Context: an optimization exercise on an open-source flow, tuned for small area, a short achievable clock period and few clock cycles per item. The choices shown serve that exercise and are no tape-out recipe.
RTL that was checked went through simulation tests only; none was proved equivalent to the original.
Power figures rest on the tool's default switching activity, not on a simulated workload.

==> flow/design.v <==
module comp_mult_top #(
parameter NO_MULT   = 4     ,  
parameter APB_BADDR = 0     ,  
parameter SYS_AW    = 16    ,  
parameter REG_DW    = 16       
)(
input                    clk         ,
input                    rst_n       ,
input      [ SYS_AW-1:0] apb_paddr   ,
input                    apb_psel    ,
input                    apb_penable ,
input                    apb_pwrite  ,
input      [REG_DW -1:0] apb_pwdata  ,
output                   apb_pready  ,
output reg [REG_DW -1:0] apb_prdata  ,
output reg               apb_pslverr ,
output reg               mem_ce      ,
output reg               mem_we      ,
output reg [SYS_AW -1:0] mem_addr    ,
output reg [     8 -1:0] mem_wr_data ,
input      [     8 -1:0] mem_rd_data
);
assign apb_pready = 1'b1;
wire        setup  = apb_psel & ~apb_penable;
wire [15:0] offs   = apb_paddr - APB_BADDR;
reg         wq, rq;                       
reg  [ 2:0] aq;                           
reg         okq;                          
always @(posedge clk or negedge rst_n)
if (~rst_n)                  begin wq <= 1'b0; rq <= 1'b0; end
else                         begin wq <= setup & apb_pwrite; rq <= setup & ~apb_pwrite; end
always @(posedge clk)        begin aq <= offs[2:0]; okq <= (offs[15:3] == 13'd0); end
wire a0 = okq & (aq == 3'd0);
wire a1 = okq & (aq == 3'd1);
wire a2 = okq & (aq == 3'd2);
wire a3 = okq & (aq == 3'd3);
wire a4 = okq & (aq == 3'd4);
wire a5 = okq & (aq == 3'd5);
wire a6 = okq & (aq == 3'd6);
wire wr_op1 = wq & a0;
wire wr_op2 = wq & a1;
wire wr_res = wq & a2;
wire wr_nop = wq & a3;
wire wr_cfg = wq & a4;
wire wr_sts = wq & a5;
wire rd_sts = rq & a5;
wire rd_st6 = rq & a6;
wire valid  = (wq & okq & (aq != 3'd6) & (aq != 3'd7)) | rd_sts | rd_st6;
reg  [15:0] pp1, pp2;
reg         sw;                           
reg  [15:0] no_op;
reg         cfg0, cfg1;                   
reg  [15:0] sts_stop;
reg  [ 4:0] jc;                           
reg         rv;                           
reg         cv;                           
reg         wv2;                          
reg  [15:0] cnt;                          
wire busy = rv | cv | wv2;
wire ph0 = ~jc[4] & ~jc[0];
wire ph1 =  jc[0] & ~jc[1];
wire ph2 =  jc[1] & ~jc[2];
wire ph3 =  jc[2] & ~jc[3];
wire ph4 =  jc[3] & ~jc[4];
wire ph5 =  jc[4] &  jc[0];
wire ph6 = ~jc[0] &  jc[1];
wire ph7 = ~jc[1] &  jc[2];
wire ph8 = ~jc[2] &  jc[3];
wire ph9 = ~jc[3] &  jc[4];
wire start_req = cfg0 & ~cfg1 & (no_op != 16'd0);
wire start_go  = start_req & ~busy;
wire finish    = busy & ph1 & ~rv & ~cv;
always @(posedge clk or negedge rst_n)
if (~rst_n)        apb_pslverr <= 1'b0;
else               apb_pslverr <= (wq | rq) & ~valid;
wire [15:0] addr_nx = mem_addr + {15'd0, mem_ce};    
wire t_a  = start_go | (rv & (ph1 | ph4 | ph6 | ph7));
wire t_b  = rv & ph3;
wire sel1 = sw ? t_b : t_a;
wire sel2 = sw ? t_a : t_b;
wire wr_p1 = sw ? wr_op2 : wr_op1;
wire wr_p2 = sw ? wr_op1 : wr_op2;
always @(posedge clk or negedge rst_n)
if (~rst_n)                  pp1 <= 16'd0;
else if (wr_p1)              pp1 <= apb_pwdata;
else if (sel1)               pp1 <= addr_nx;
always @(posedge clk or negedge rst_n)
if (~rst_n)                  pp2 <= 16'd0;
else if (wr_p2)              pp2 <= apb_pwdata;
else if (sel2)               pp2 <= addr_nx;
always @(posedge clk or negedge rst_n)
if (~rst_n)                  sw <= 1'b0;
else if (rv & ph9)           sw <= ~sw;                       
always @(posedge clk or negedge rst_n)
if (~rst_n)                  no_op <= 16'd0;
else if (wr_nop)             no_op <= apb_pwdata;
always @(posedge clk or negedge rst_n)
if (~rst_n)                  begin cfg0 <= 1'b0; cfg1 <= 1'b0; end
else if (start_req)          begin cfg0 <= 1'b0; cfg1 <= 1'b0; end
else if (wr_cfg)             begin cfg0 <= apb_pwdata[0]; cfg1 <= apb_pwdata[1]; end
always @(posedge clk or negedge rst_n)
if (~rst_n)                  sts_stop <= 16'd0;
else if (wr_sts)             sts_stop <= apb_pwdata;
else if (finish)             sts_stop <= 16'd1;
always @(posedge clk)
apb_prdata <= ({16{rd_sts}} & sts_stop) | {15'd0, rd_st6 & busy};
always @(posedge clk or negedge rst_n)
if (~rst_n)                  jc <= 5'b00000;
else if (start_go)           jc <= 5'b00011;                  
else                         jc <= {jc[3:0], ~jc[4]};
always @(posedge clk or negedge rst_n)
if (~rst_n)                  begin rv <= 1'b0; cv <= 1'b0; wv2 <= 1'b0; end
else if (start_go)           begin rv <= 1'b1; cv <= 1'b0; wv2 <= 1'b0; end
else if (finish)             wv2 <= 1'b0;
else if (ph9) begin
                             rv  <= rv & (cnt != no_op);
                             cv  <= rv;
                             wv2 <= cv;
end
always @(posedge clk)
if (start_go)                cnt <= 16'd1;
else if (ph9)                cnt <= cnt + 16'd1;
wire nx_rd = ph1 | ph2 | ph3 | ph6;                           
wire nx_wc = ph4 | ph5 | ph7 | ph8;                           
always @(posedge clk or negedge rst_n)
if (~rst_n)                  begin mem_ce <= 1'b0; mem_we <= 1'b0; end
else if (start_go)           begin mem_ce <= 1'b1; mem_we <= 1'b0; end
else begin
    mem_ce <= (nx_rd & rv) | (nx_wc & cv) | (ph9 & cv) | (ph0 & wv2);
    mem_we <= ~nx_rd;
end
always @(posedge clk or negedge rst_n)
if (~rst_n)                  mem_addr <= 16'd0;
else if (wr_res)             mem_addr <= apb_pwdata;
else if (sel1)               mem_addr <= pp1;
else if (sel2)               mem_addr <= pp2;
else                         mem_addr <= addr_nx;
reg  [7:0] x1, y1;            
reg  [7:0] qa, qb;            
reg        nx, ox, tx;        
reg        ny, oy, ty;        
reg        nxb, oxb, txb;     
reg        nyb, oyb, tyb;
reg  [8:0] ra, rb;            
wire step  = cv & (ph0 | ph1 | ph2 | ph3);    
function [10:0] row;          
    input [7:0] m;
    input       one, two, neg;
    row = (two ? {{2{m[7]}}, m, 1'b0} : (one ? {{3{m[7]}}, m} : 11'd0)) ^ {11{neg}};
endfunction
wire [10:0] ra1 = row(x1, ox, tx,  nx);
wire [10:0] ra2 = row(y1, oy, ty, ~ny);
wire [10:0] rb1 = row(x1, ~oyb, ~tyb, ~nyb);
wire [10:0] rb2 = row(y1, ~oxb, ~txb, ~nxb);
wire        first = ph0;      
wire [10:0] ae  = first ? 11'd0 : {{2{ra[8]}}, ra};
wire [10:0] be  = first ? 11'd0 : {{2{rb[8]}}, rb};
wire [10:0] sa1 = ae ^ ra1 ^ ra2;
wire [10:0] ca1 = {((ae & ra1) | (ae & ra2) | (ra1 & ra2)), nx};
wire [10:0] sb1 = be ^ rb1 ^ rb2;
wire [10:0] cb1 = {((be & rb1) | (be & rb2) | (rb1 & rb2)), ~nyb};
wire [10:0] suma = sa1 + ca1 + {10'd0, ~ny};
wire [10:0] sumb = sb1 + cb1 + {10'd0, ~nxb};
always @(posedge clk) begin
    if (ph3 & rv)            x1 <= mem_rd_data;
    if (ph4 & rv)            y1 <= mem_rd_data;
    if (ph5 & rv)            qa <= mem_rd_data;
    else if (step)           qa <= {suma[1:0], qa[7:2]};
    if (ph8 & rv)            qb <= mem_rd_data;
    else if (step)           qb <= {sumb[1:0], qb[7:2]};
    if (step) begin
                             nx  <=  qa[3]; ox  <=   qa[2] ^ qa[1];  tx  <=   (qa[3] & ~qa[2] & ~qa[1]) | (~qa[3] & qa[2] & qa[1]);
                             nxb <= ~qa[3]; oxb <= ~(qa[2] ^ qa[1]); txb <= ~((qa[3] & ~qa[2] & ~qa[1]) | (~qa[3] & qa[2] & qa[1]));
                             ny  <=  qb[3]; oy  <=   qb[2] ^ qb[1];  ty  <=   (qb[3] & ~qb[2] & ~qb[1]) | (~qb[3] & qb[2] & qb[1]);
                             nyb <= ~qb[3]; oyb <= ~(qb[2] ^ qb[1]); tyb <= ~((qb[3] & ~qb[2] & ~qb[1]) | (~qb[3] & qb[2] & qb[1]));
    end else begin
                             nx  <=  qa[1]; ox  <=  qa[0]; tx  <=   qa[1] & ~qa[0];
                             nxb <= ~qa[1]; oxb <= ~qa[0]; txb <= ~(qa[1] & ~qa[0]);
                             ny  <=  qb[1]; oy  <=  qb[0]; ty  <=   qb[1] & ~qb[0];
                             nyb <= ~qb[1]; oyb <= ~qb[0]; tyb <= ~(qb[1] & ~qb[0]);
    end
    if (step)                begin ra <= suma[10:2]; rb <= sumb[10:2]; end
end
wire [7:0] xr_hi = ra[7:0];
wire [7:0] yr_hi = rb[7:0];
always @(posedge clk)
if (ph4)                     mem_wr_data <= qa;                                    
else if (ph5)                mem_wr_data <= xr_hi;                                 
else if (ph7)                mem_wr_data <= {6'd0, xr_hi[7], xr_hi[7]};            
else if (ph8)                mem_wr_data <= qb;                                    
else if (ph9)                mem_wr_data <= yr_hi;                                 
else                         mem_wr_data <= {6'd0, mem_wr_data[7], mem_wr_data[7]};  
endmodule  
export LEC_CHECK = 0
export ABC_AREA = 1
export CAP_MARGIN = 20
export CORE_MARGIN = 2
export CORE_UTILIZATION = 50
export SLEW_MARGIN = 20
create_clock -name core_clock -period 10.0 [get_ports {clk}]
standard.sh (not shown) runs the stock make flow with config.mk's settings and CLKGATE_MAP_FILE= SYNTH_SCRIPT=/design/flow/synth_recipe.tcl, a recipe that flattens the netlist after the stock synthesis.
==> flow/flow/run.sh <==
#!/bin/bash
set -euo pipefail
export BUFFER_PORTS_ARGS="-buffer_cell sky130_fd_sc_hd__buf_2"
export SETUP_SLACK_MARGIN=6.95
bash standard.sh > standard_flow.log 2>&1
The first run finished clean.
Next try:
--- a/flow/design.v
+++ b/flow/design.v
@@ -140,6 +140,4 @@
 reg        nx, ox, tx;        
 reg        ny, oy, ty;        
-reg        nxb, oxb, txb;     
-reg        nyb, oyb, tyb;
 reg  [8:0] ra, rb;            
 wire step  = cv & (ph0 | ph1 | ph2 | ph3);    
@@ -151,6 +149,6 @@
 wire [10:0] ra1 = row(x1, ox, tx,  nx);
 wire [10:0] ra2 = row(y1, oy, ty, ~ny);
-wire [10:0] rb1 = row(x1, ~oyb, ~tyb, ~nyb);
-wire [10:0] rb2 = row(y1, ~oxb, ~txb, ~nxb);
+wire [10:0] rb1 = row(x1, oy, ty, ny);
+wire [10:0] rb2 = row(y1, ox, tx, nx);
 wire        first = ph0;      
 wire [10:0] ae  = first ? 11'd0 : {{2{ra[8]}}, ra};
@@ -159,7 +157,7 @@
 wire [10:0] ca1 = {((ae & ra1) | (ae & ra2) | (ra1 & ra2)), nx};
 wire [10:0] sb1 = be ^ rb1 ^ rb2;
-wire [10:0] cb1 = {((be & rb1) | (be & rb2) | (rb1 & rb2)), ~nyb};
+wire [10:0] cb1 = {((be & rb1) | (be & rb2) | (rb1 & rb2)), ny};
 wire [10:0] suma = sa1 + ca1 + {10'd0, ~ny};
-wire [10:0] sumb = sb1 + cb1 + {10'd0, ~nxb};
+wire [10:0] sumb = sb1 + cb1 + {10'd0, nx};
 always @(posedge clk) begin
     if (ph3 & rv)            x1 <= mem_rd_data;
@@ -171,12 +169,8 @@
     if (step) begin
                              nx  <=  qa[3]; ox  <=   qa[2] ^ qa[1];  tx  <=   (qa[3] & ~qa[2] & ~qa[1]) | (~qa[3] & qa[2] & qa[1]);
-                             nxb <= ~qa[3]; oxb <= ~(qa[2] ^ qa[1]); txb <= ~((qa[3] & ~qa[2] & ~qa[1]) | (~qa[3] & qa[2] & qa[1]));
                              ny  <=  qb[3]; oy  <=   qb[2] ^ qb[1];  ty  <=   (qb[3] & ~qb[2] & ~qb[1]) | (~qb[3] & qb[2] & qb[1]);
-                             nyb <= ~qb[3]; oyb <= ~(qb[2] ^ qb[1]); tyb <= ~((qb[3] & ~qb[2] & ~qb[1]) | (~qb[3] & qb[2] & qb[1]));
     end else begin
                              nx  <=  qa[1]; ox  <=  qa[0]; tx  <=   qa[1] & ~qa[0];
-                             nxb <= ~qa[1]; oxb <= ~qa[0]; txb <= ~(qa[1] & ~qa[0]);
                              ny  <=  qb[1]; oy  <=  qb[0]; ty  <=   qb[1] & ~qb[0];
-                             nyb <= ~qb[1]; oyb <= ~qb[0]; tyb <= ~(qb[1] & ~qb[0]);
     end
     if (step)                begin ra <= suma[10:2]; rb <= sumb[10:2]; end
Routed wire length shrinks by 3.1%.
Clock skew decreases by 0.0066 ns.
Cell area fell by 3.3%.
Global-route usage climbs by 0.74 points.
Total power came out lower by 13%.
Setup slack is better by 0.059 ns.
Hold slack gains 0.0050 ns.
Count of clock-buffer cells in the layout went down by 12.
Combinational power is lower by 50%.
Clock power goes down by 18%.
Non-clock buffer count falls by 4.
Testbench counts after the change, summed over its fixed seeds: cycles 14,058, items 1,337.
No functional check of the RTL was part of the first run of this note.

==> port drivers added, routing unchanged <==
The results above use ideal ports. As a check the final layouts listed here were re-extracted and re-timed, cells and wires unchanged.
Step 1 sets driving cells, clkbuf_16 on the clock port and buf_2 on the other inputs (assumed; they add their load-dependent delay and slew).
Step 2, shift: input delay + t, output delay - t, t = (earliest + latest rising clock arrival at the registers) / 2. This alone moves slack from input paths to output paths.
Three values: ideal ports, drivers, drivers and shift; two values: the first two.
run | shift t [ns] | setup slack, ns | latest minus earliest clock arrival (ns)
the first run | 0.546 | 6.910 / 6.863 / 6.834 | 0.021 / 0.021
the second run | 0.486 | 6.968 / 6.920 / 6.878 | 0.015 / 0.014
After both steps every run listed still meets setup and hold. For the second run, which loses most, drivers alone change the setup slack by -0.048 ns; drivers and shift together by -0.090 ns. Setup slack includes reset recovery checks.
